This design comes from an exercise in tuning for small area and a short achievable clock period on the open sky130 flow, not from production work.
The RTL was checked by simulation tests, not by an equivalence proof against the original design.

==> wip/quartz: inputs <==
Design divmodder, start of the top module:
module divmodder #(parameter WIDTH = 32, parameter LATENCY = 4) (
  input clock, input reset,
  input [WIDTH-1:0] in1, input [WIDTH-1:0] in2,
  output [WIDTH-1:0] div, output [WIDTH-1:0] mod);
clock: 85.0 ns
lec_check: 0
abc_area: 1
cap_margin: 20
core_margin: 2
core_utilization: 40
slew_margin: 20
standard.sh (not shown) runs the stock make flow with config.mk's settings and CLKGATE_MAP_FILE= SYNTH_SCRIPT=/design/flow/synth_recipe.tcl, a recipe that flattens the netlist after the stock synthesis.
==> flow/flow/run.sh <==
#!/bin/bash
# The standard layout, with plain buf_1 cells as the port buffers
# (instead of the default delay-buffer cells).
set -euo pipefail
bash standard.sh "BUFFER_PORTS_ARGS=-buffer_cell sky130_fd_sc_hd__buf_1" finish > standard.log 2>&1
==> wip/juniper: changes against wip/quartz <==
--- a/flow/design.v
+++ b/flow/design.v
@@ -19,56 +19,56 @@
   wire [1:0] gg1 = ~t1 & dd1;
   wire G1_1 = gg1[1] | (pg1[1] & gg1[0]);
   wire P1_1 = pg1[1] & pg1[0];
   wire [2:0] bw1 = {G1_1, gg1[0], 1'b0};
   wire [1:0] df1 = ~pg1 ^ bw1[1:0];
   wire ge1 = ~bw1[2] & ~hi1;
   wire [1:0] r2 = ge1 ? df1 : t1;
   wire [1:0] q2 = {q1, ge1};
-  wire [2:0] t2 = {r2, in1[29]};
-  wire hi2 = |in2[31:3];
-  wire [2:0] dd2 = in2[2:0];
+  reg [31:0] s1_d;
+  always @(posedge clock) s1_d <= in2;
+  reg [29:0] s1_a;
+  always @(posedge clock) s1_a <= in1[29:0];
+  reg [1:0] s1_r;
+  always @(posedge clock) s1_r <= r2;
+  reg [1:0] s1_q;
+  always @(posedge clock) s1_q <= q2;
+  wire [2:0] t2 = {s1_r, s1_a[29]};
+  wire hi2 = |s1_d[31:3];
+  wire [2:0] dd2 = s1_d[2:0];
   wire [2:0] pg2 = ~(t2 ^ dd2);
   wire [2:0] gg2 = ~t2 & dd2;
   wire G2_1 = gg2[1] | (pg2[1] & gg2[0]);
   wire P2_1 = pg2[1] & pg2[0];
   wire G2_2 = gg2[2] | (pg2[2] & G2_1);
   wire P2_2 = pg2[2] & P2_1;
   wire [3:0] bw2 = {G2_2, G2_1, gg2[0], 1'b0};
   wire [2:0] df2 = ~pg2 ^ bw2[2:0];
   wire ge2 = ~bw2[3] & ~hi2;
   wire [2:0] r3 = ge2 ? df2 : t2;
-  wire [2:0] q3 = {q2, ge2};
-  reg [31:0] s1_d;
-  always @(posedge clock) s1_d <= in2;
-  reg [28:0] s1_a;
-  always @(posedge clock) s1_a <= in1[28:0];
-  reg [2:0] s1_r;
-  always @(posedge clock) s1_r <= r3;
-  reg [2:0] s1_q;
-  always @(posedge clock) s1_q <= q3;
-  wire [3:0] t3 = {s1_r, s1_a[28]};
+  wire [2:0] q3 = {s1_q, ge2};
+  wire [3:0] t3 = {r3, s1_a[28]};
   wire hi3 = |s1_d[31:4];
   wire [3:0] dd3 = s1_d[3:0];
   wire [3:0] pg3 = ~(t3 ^ dd3);
   wire [3:0] gg3 = ~t3 & dd3;
   wire G3_1 = gg3[1] | (pg3[1] & gg3[0]);
   wire P3_1 = pg3[1] & pg3[0];
   wire G3_2 = gg3[3] | (pg3[3] & gg3[2]);
   wire P3_2 = pg3[3] & pg3[2];
   wire G3_3 = gg3[2] | (pg3[2] & G3_1);
   wire P3_3 = pg3[2] & P3_1;
   wire G3_4 = G3_2 | (P3_2 & G3_1);
   wire P3_4 = P3_2 & P3_1;
   wire [4:0] bw3 = {G3_4, G3_3, G3_1, gg3[0], 1'b0};
   wire [3:0] df3 = ~pg3 ^ bw3[3:0];
   wire ge3 = ~bw3[4] & ~hi3;
   wire [3:0] r4 = ge3 ? df3 : t3;
-  wire [3:0] q4 = {s1_q, ge3};
+  wire [3:0] q4 = {q3, ge3};
   wire [4:0] t4 = {r4, s1_a[27]};
   wire hi4 = |s1_d[31:5];
   wire [4:0] dd4 = s1_d[4:0];
   wire [4:0] pg4 = ~(t4 ^ dd4);
   wire [4:0] gg4 = ~t4 & dd4;
   wire G4_1 = gg4[1] | (pg4[1] & gg4[0]);
   wire P4_1 = pg4[1] & pg4[0];
   wire G4_2 = gg4[3] | (pg4[3] & gg4[2]);
@@ -2315,27 +2315,19 @@
   wire P30_74 = P30_59 & P30_53;
   wire G30_75 = G30_60 | (P30_60 & G30_53);
   wire P30_75 = P30_60 & P30_53;
   wire [31:0] bw30 = {G30_75, G30_74, G30_73, G30_72, G30_71, G30_70, G30_69, G30_68, G30_67, G30_66, G30_65, G30_64, G30_63, G30_62, G30_61, G30_53, G30_52, G30_51, G30_50, G30_49, G30_48, G30_47, G30_46, G30_34, G30_33, G30_32, G30_31, G30_17, G30_16, G30_1, gg30[0], 1'b0};
   wire [30:0] df30 = ~pg30 ^ bw30[30:0];
   wire ge30 = ~bw30[31] & ~hi30;
   wire [30:0] r31 = ge30 ? df30 : t30;
   wire [30:0] q31 = {q30, ge30};
-  reg [31:0] s4_d;
-  always @(posedge clock) s4_d <= s3_d;
-  reg [0:0] s4_a;
-  always @(posedge clock) s4_a <= s3_a[0:0];
-  reg [30:0] s4_r;
-  always @(posedge clock) s4_r <= r31;
-  reg [30:0] s4_q;
-  always @(posedge clock) s4_q <= q31;
-  wire [31:0] t31 = {s4_r, s4_a[0]};
+  wire [31:0] t31 = {r31, s3_a[0]};
   wire hi31 = 1'b0;
-  wire [31:0] dd31 = s4_d[31:0];
+  wire [31:0] dd31 = s3_d[31:0];
   wire [31:0] pg31 = ~(t31 ^ dd31);
   wire [31:0] gg31 = ~t31 & dd31;
   wire G31_1 = gg31[1] | (pg31[1] & gg31[0]);
   wire P31_1 = pg31[1] & pg31[0];
   wire G31_2 = gg31[3] | (pg31[3] & gg31[2]);
   wire P31_2 = pg31[3] & pg31[2];
   wire G31_3 = gg31[5] | (pg31[5] & gg31[4]);
   wire P31_3 = pg31[5] & pg31[4];
@@ -2491,13 +2483,18 @@
   wire P31_78 = P31_62 & P31_56;
   wire G31_79 = G31_63 | (P31_63 & G31_56);
   wire P31_79 = P31_63 & P31_56;
   wire G31_80 = G31_64 | (P31_64 & G31_56);
   wire P31_80 = P31_64 & P31_56;
   wire [32:0] bw31 = {G31_80, G31_79, G31_78, G31_77, G31_76, G31_75, G31_74, G31_73, G31_72, G31_71, G31_70, G31_69, G31_68, G31_67, G31_66, G31_65, G31_56, G31_55, G31_54, G31_53, G31_52, G31_51, G31_50, G31_49, G31_36, G31_35, G31_34, G31_33, G31_18, G31_17, G31_1, gg31[0], 1'b0};
   wire [31:0] df31 = ~pg31 ^ bw31[31:0];
   wire ge31 = ~bw31[32] & ~hi31;
-  wire [31:0] r32 = ge31 ? df31 : t31;
-  wire [31:0] q32 = {s4_q, ge31};
-  assign div = q32;
-  assign mod = r32;
+  wire [31:0] q32 = {q31, ge31};
+  reg [31:0] s4_t;
+  always @(posedge clock) s4_t <= t31;
+  reg [31:0] s4_df;
+  always @(posedge clock) s4_df <= df31;
+  reg [31:0] s4_q;
+  always @(posedge clock) s4_q <= q32;
+  assign div = s4_q;
+  assign mod = (s4_q[0] ? s4_df : s4_t);
 endmodule
==> flow/flow/run.sh (replaced) <==
#!/bin/bash
# The standard layout, with plain buf_1 cells as the port buffers
# (instead of the default delay-buffer cells), and timing repair asked
# to leave a setup margin, so that it speeds up the critical paths.
set -euo pipefail
bash standard.sh "BUFFER_PORTS_ARGS=-buffer_cell sky130_fd_sc_hd__buf_1" "SETUP_SLACK_MARGIN=65" finish > standard.log 2>&1
--- a/flow/config.mk
+++ b/flow/config.mk
@@ -4,9 +4,10 @@
 export VERILOG_FILES = /design/flow/design.v
 export SDC_FILE = /design/flow/constraint.sdc
 export NUM_CORES = 4
 export LEC_CHECK = 0
 export ABC_AREA = 1
 export CAP_MARGIN = 20
 export CORE_MARGIN = 2
 export CORE_UTILIZATION = 40
+export CTS_BUF_LIST = sky130_fd_sc_hd__clkbuf_4 sky130_fd_sc_hd__clkbuf_8
 export SLEW_MARGIN = 20
==> wip/zinc: changes against wip/quartz <==
--- a/flow/design.v
+++ b/flow/design.v
@@ -19,56 +19,56 @@
   wire [1:0] gg1 = ~t1 & dd1;
   wire G1_1 = gg1[1] | (pg1[1] & gg1[0]);
   wire P1_1 = pg1[1] & pg1[0];
   wire [2:0] bw1 = {G1_1, gg1[0], 1'b0};
   wire [1:0] df1 = ~pg1 ^ bw1[1:0];
   wire ge1 = ~bw1[2] & ~hi1;
   wire [1:0] r2 = ge1 ? df1 : t1;
   wire [1:0] q2 = {q1, ge1};
-  wire [2:0] t2 = {r2, in1[29]};
-  wire hi2 = |in2[31:3];
-  wire [2:0] dd2 = in2[2:0];
+  reg [31:0] s1_d;
+  always @(posedge clock) s1_d <= in2;
+  reg [29:0] s1_a;
+  always @(posedge clock) s1_a <= in1[29:0];
+  reg [1:0] s1_r;
+  always @(posedge clock) s1_r <= r2;
+  reg [1:0] s1_q;
+  always @(posedge clock) s1_q <= q2;
+  wire [2:0] t2 = {s1_r, s1_a[29]};
+  wire hi2 = |s1_d[31:3];
+  wire [2:0] dd2 = s1_d[2:0];
   wire [2:0] pg2 = ~(t2 ^ dd2);
   wire [2:0] gg2 = ~t2 & dd2;
   wire G2_1 = gg2[1] | (pg2[1] & gg2[0]);
   wire P2_1 = pg2[1] & pg2[0];
   wire G2_2 = gg2[2] | (pg2[2] & G2_1);
   wire P2_2 = pg2[2] & P2_1;
   wire [3:0] bw2 = {G2_2, G2_1, gg2[0], 1'b0};
   wire [2:0] df2 = ~pg2 ^ bw2[2:0];
   wire ge2 = ~bw2[3] & ~hi2;
   wire [2:0] r3 = ge2 ? df2 : t2;
-  wire [2:0] q3 = {q2, ge2};
-  reg [31:0] s1_d;
-  always @(posedge clock) s1_d <= in2;
-  reg [28:0] s1_a;
-  always @(posedge clock) s1_a <= in1[28:0];
-  reg [2:0] s1_r;
-  always @(posedge clock) s1_r <= r3;
-  reg [2:0] s1_q;
-  always @(posedge clock) s1_q <= q3;
-  wire [3:0] t3 = {s1_r, s1_a[28]};
+  wire [2:0] q3 = {s1_q, ge2};
+  wire [3:0] t3 = {r3, s1_a[28]};
   wire hi3 = |s1_d[31:4];
   wire [3:0] dd3 = s1_d[3:0];
   wire [3:0] pg3 = ~(t3 ^ dd3);
   wire [3:0] gg3 = ~t3 & dd3;
   wire G3_1 = gg3[1] | (pg3[1] & gg3[0]);
   wire P3_1 = pg3[1] & pg3[0];
   wire G3_2 = gg3[3] | (pg3[3] & gg3[2]);
   wire P3_2 = pg3[3] & pg3[2];
   wire G3_3 = gg3[2] | (pg3[2] & G3_1);
   wire P3_3 = pg3[2] & P3_1;
   wire G3_4 = G3_2 | (P3_2 & G3_1);
   wire P3_4 = P3_2 & P3_1;
   wire [4:0] bw3 = {G3_4, G3_3, G3_1, gg3[0], 1'b0};
   wire [3:0] df3 = ~pg3 ^ bw3[3:0];
   wire ge3 = ~bw3[4] & ~hi3;
   wire [3:0] r4 = ge3 ? df3 : t3;
-  wire [3:0] q4 = {s1_q, ge3};
+  wire [3:0] q4 = {q3, ge3};
   wire [4:0] t4 = {r4, s1_a[27]};
   wire hi4 = |s1_d[31:5];
   wire [4:0] dd4 = s1_d[4:0];
   wire [4:0] pg4 = ~(t4 ^ dd4);
   wire [4:0] gg4 = ~t4 & dd4;
   wire G4_1 = gg4[1] | (pg4[1] & gg4[0]);
   wire P4_1 = pg4[1] & pg4[0];
   wire G4_2 = gg4[3] | (pg4[3] & gg4[2]);
@@ -2315,27 +2315,19 @@
   wire P30_74 = P30_59 & P30_53;
   wire G30_75 = G30_60 | (P30_60 & G30_53);
   wire P30_75 = P30_60 & P30_53;
   wire [31:0] bw30 = {G30_75, G30_74, G30_73, G30_72, G30_71, G30_70, G30_69, G30_68, G30_67, G30_66, G30_65, G30_64, G30_63, G30_62, G30_61, G30_53, G30_52, G30_51, G30_50, G30_49, G30_48, G30_47, G30_46, G30_34, G30_33, G30_32, G30_31, G30_17, G30_16, G30_1, gg30[0], 1'b0};
   wire [30:0] df30 = ~pg30 ^ bw30[30:0];
   wire ge30 = ~bw30[31] & ~hi30;
   wire [30:0] r31 = ge30 ? df30 : t30;
   wire [30:0] q31 = {q30, ge30};
-  reg [31:0] s4_d;
-  always @(posedge clock) s4_d <= s3_d;
-  reg [0:0] s4_a;
-  always @(posedge clock) s4_a <= s3_a[0:0];
-  reg [30:0] s4_r;
-  always @(posedge clock) s4_r <= r31;
-  reg [30:0] s4_q;
-  always @(posedge clock) s4_q <= q31;
-  wire [31:0] t31 = {s4_r, s4_a[0]};
+  wire [31:0] t31 = {r31, s3_a[0]};
   wire hi31 = 1'b0;
-  wire [31:0] dd31 = s4_d[31:0];
+  wire [31:0] dd31 = s3_d[31:0];
   wire [31:0] pg31 = ~(t31 ^ dd31);
   wire [31:0] gg31 = ~t31 & dd31;
   wire G31_1 = gg31[1] | (pg31[1] & gg31[0]);
   wire P31_1 = pg31[1] & pg31[0];
   wire G31_2 = gg31[3] | (pg31[3] & gg31[2]);
   wire P31_2 = pg31[3] & pg31[2];
   wire G31_3 = gg31[5] | (pg31[5] & gg31[4]);
   wire P31_3 = pg31[5] & pg31[4];
@@ -2491,13 +2483,18 @@
   wire P31_78 = P31_62 & P31_56;
   wire G31_79 = G31_63 | (P31_63 & G31_56);
   wire P31_79 = P31_63 & P31_56;
   wire G31_80 = G31_64 | (P31_64 & G31_56);
   wire P31_80 = P31_64 & P31_56;
   wire [32:0] bw31 = {G31_80, G31_79, G31_78, G31_77, G31_76, G31_75, G31_74, G31_73, G31_72, G31_71, G31_70, G31_69, G31_68, G31_67, G31_66, G31_65, G31_56, G31_55, G31_54, G31_53, G31_52, G31_51, G31_50, G31_49, G31_36, G31_35, G31_34, G31_33, G31_18, G31_17, G31_1, gg31[0], 1'b0};
   wire [31:0] df31 = ~pg31 ^ bw31[31:0];
   wire ge31 = ~bw31[32] & ~hi31;
-  wire [31:0] r32 = ge31 ? df31 : t31;
-  wire [31:0] q32 = {s4_q, ge31};
-  assign div = q32;
-  assign mod = r32;
+  wire [31:0] q32 = {q31, ge31};
+  reg [31:0] s4_t;
+  always @(posedge clock) s4_t <= t31;
+  reg [31:0] s4_df;
+  always @(posedge clock) s4_df <= df31;
+  reg [31:0] s4_q;
+  always @(posedge clock) s4_q <= q32;
+  assign div = s4_q;
+  assign mod = (s4_q[0] ? s4_df : s4_t);
 endmodule
==> flow/flow/run.sh (replaced) <==
#!/bin/bash
# The standard layout, with plain buf_1 cells as the port buffers
# (instead of the default delay-buffer cells), and timing repair asked
# to leave a setup margin, so that it speeds up the critical paths.
set -euo pipefail
bash standard.sh "BUFFER_PORTS_ARGS=-buffer_cell sky130_fd_sc_hd__buf_1" "SETUP_SLACK_MARGIN=65" finish > standard.log 2>&1
==> flow/config.mk (replaced) <==
export PLATFORM = sky130hd
export DESIGN_NAME = divmodder
export DESIGN_NICKNAME = divmodder
export VERILOG_FILES = /design/flow/design.v
export SDC_FILE = /design/flow/constraint.sdc
export NUM_CORES = 4
export LEC_CHECK = 0
export CAP_MARGIN = 20
export CORE_MARGIN = 2
export CORE_UTILIZATION = 55
export SLEW_MARGIN = 20
==> flow_summary.toml <==
[power_and_ir_drop]
powerSeq_mw = 0.187
leakage_nw = 21.5
ir_drop_uv = 17.8
p_comb_frac = 0.517

[drt]
firstDrtPassIters = 8
wl_met3_um = 10100

[synth]
ys_types = 117
yosys-top-cells-area = "dfxtp_1 19%, ha_1 17%, fa_1 7.2%, xnor2_1 3.9%, a21oi_1 3.9%"
synthTopCellsByCount = "493 x ha_1, 327 x dfxtp_1, 315 x inv_1"

[final_layout]
multi_input_cells = 3425

[global_routing]
grt_max_degree = 26

[critical_path]
cpPeakStageDelay_ns = 0.56

[run_status]
outcome = "timing/DRC/antenna clean"
# the run above: wip/zinc

==> flow_summary.toml <==
[final_layout]
multi_input_cells = 4045

[drt]
firstDrtPassIters = 6
wl_met3_um = 2550

[timing]
finalCriticalPeriod_ns = 23.10

[synth]
ys_types = 58
synthTopCellsByCount = "1376 x nand2_1, 672 x inv_1, 601 x nand3_1"

[power_and_ir_drop]
leakage_nw = 20.2
powerSeq_mw = 0.176
p_comb_frac = 0.406

[clocking]
cts_tree = "built"

[global_routing]
grt_max_degree = 42

[run_status]
outcome = "timing/DRC/antenna clean"
# the run above: wip/quartz

==> flow_summary.toml <==
[placed_design]
place_area_um2 = 37500

[power_and_ir_drop]
leakage_nw = 21.7
p_comb_frac = 0.427
ir_drop_uv = 15.2
powerSeq_mw = 0.184

[clocking]
postCtsHoldBufs = 0
cts_resized = 124

[final_layout]
multi_input_cells = 4002
fin_cells = 6630

[run_status]
outcome = "timing/DRC/antenna clean"

[drt]
firstDrtPassIters = 8

[critical_path]
cpPeakStageDelay_ns = 0.44
rr_startpoint = "s1_a[29]"

[global_routing]
grt_max_degree = 42

[synth]
yosys-top-cells-area = "dfxtp_1 18%, ha_1 17%, nand2_1 13%, fa_1 7.1%, nand3_1 7.1%"
synthTopCellsByCount = "1286 x nand2_1, 640 x inv_1, 511 x nand3_1"
# the run above: wip/juniper

-- afterwards: timing with drivers on the ports --
No port has a modelled driver above. Below, the same layouts with a new extraction and two added sets of constraints. Step 1 assumes that a clkbuf_16 drives the clock port and a buf_2 every other input. Step 2 also shifts input and output timing later by t, the mid clock arrival at the registers, as if the neighbouring blocks saw the same clock. Slacks: no drivers / after step 1 / after step 2; pairs: no drivers / after step 1.
| run | shift t [ns] | slack for setup (ns) | latest minus earliest clock arrival (ns) |
|---|---|---|---|
| wip/quartz | 0.669 | 61.895 / 61.895 / 61.895 | 0.025 / 0.024 |
| wip/juniper | 0.794 | 65.860 / 65.860 / 65.553 | 0.073 / 0.073 |
| wip/zinc | 0.664 | 63.416 / 63.416 / 63.416 | 0.034 / 0.034 |
After both steps every run listed still meets setup and hold. For wip/juniper, which loses most, drivers alone change the setup slack by 0.000 ns; drivers and shift together by -0.307 ns.
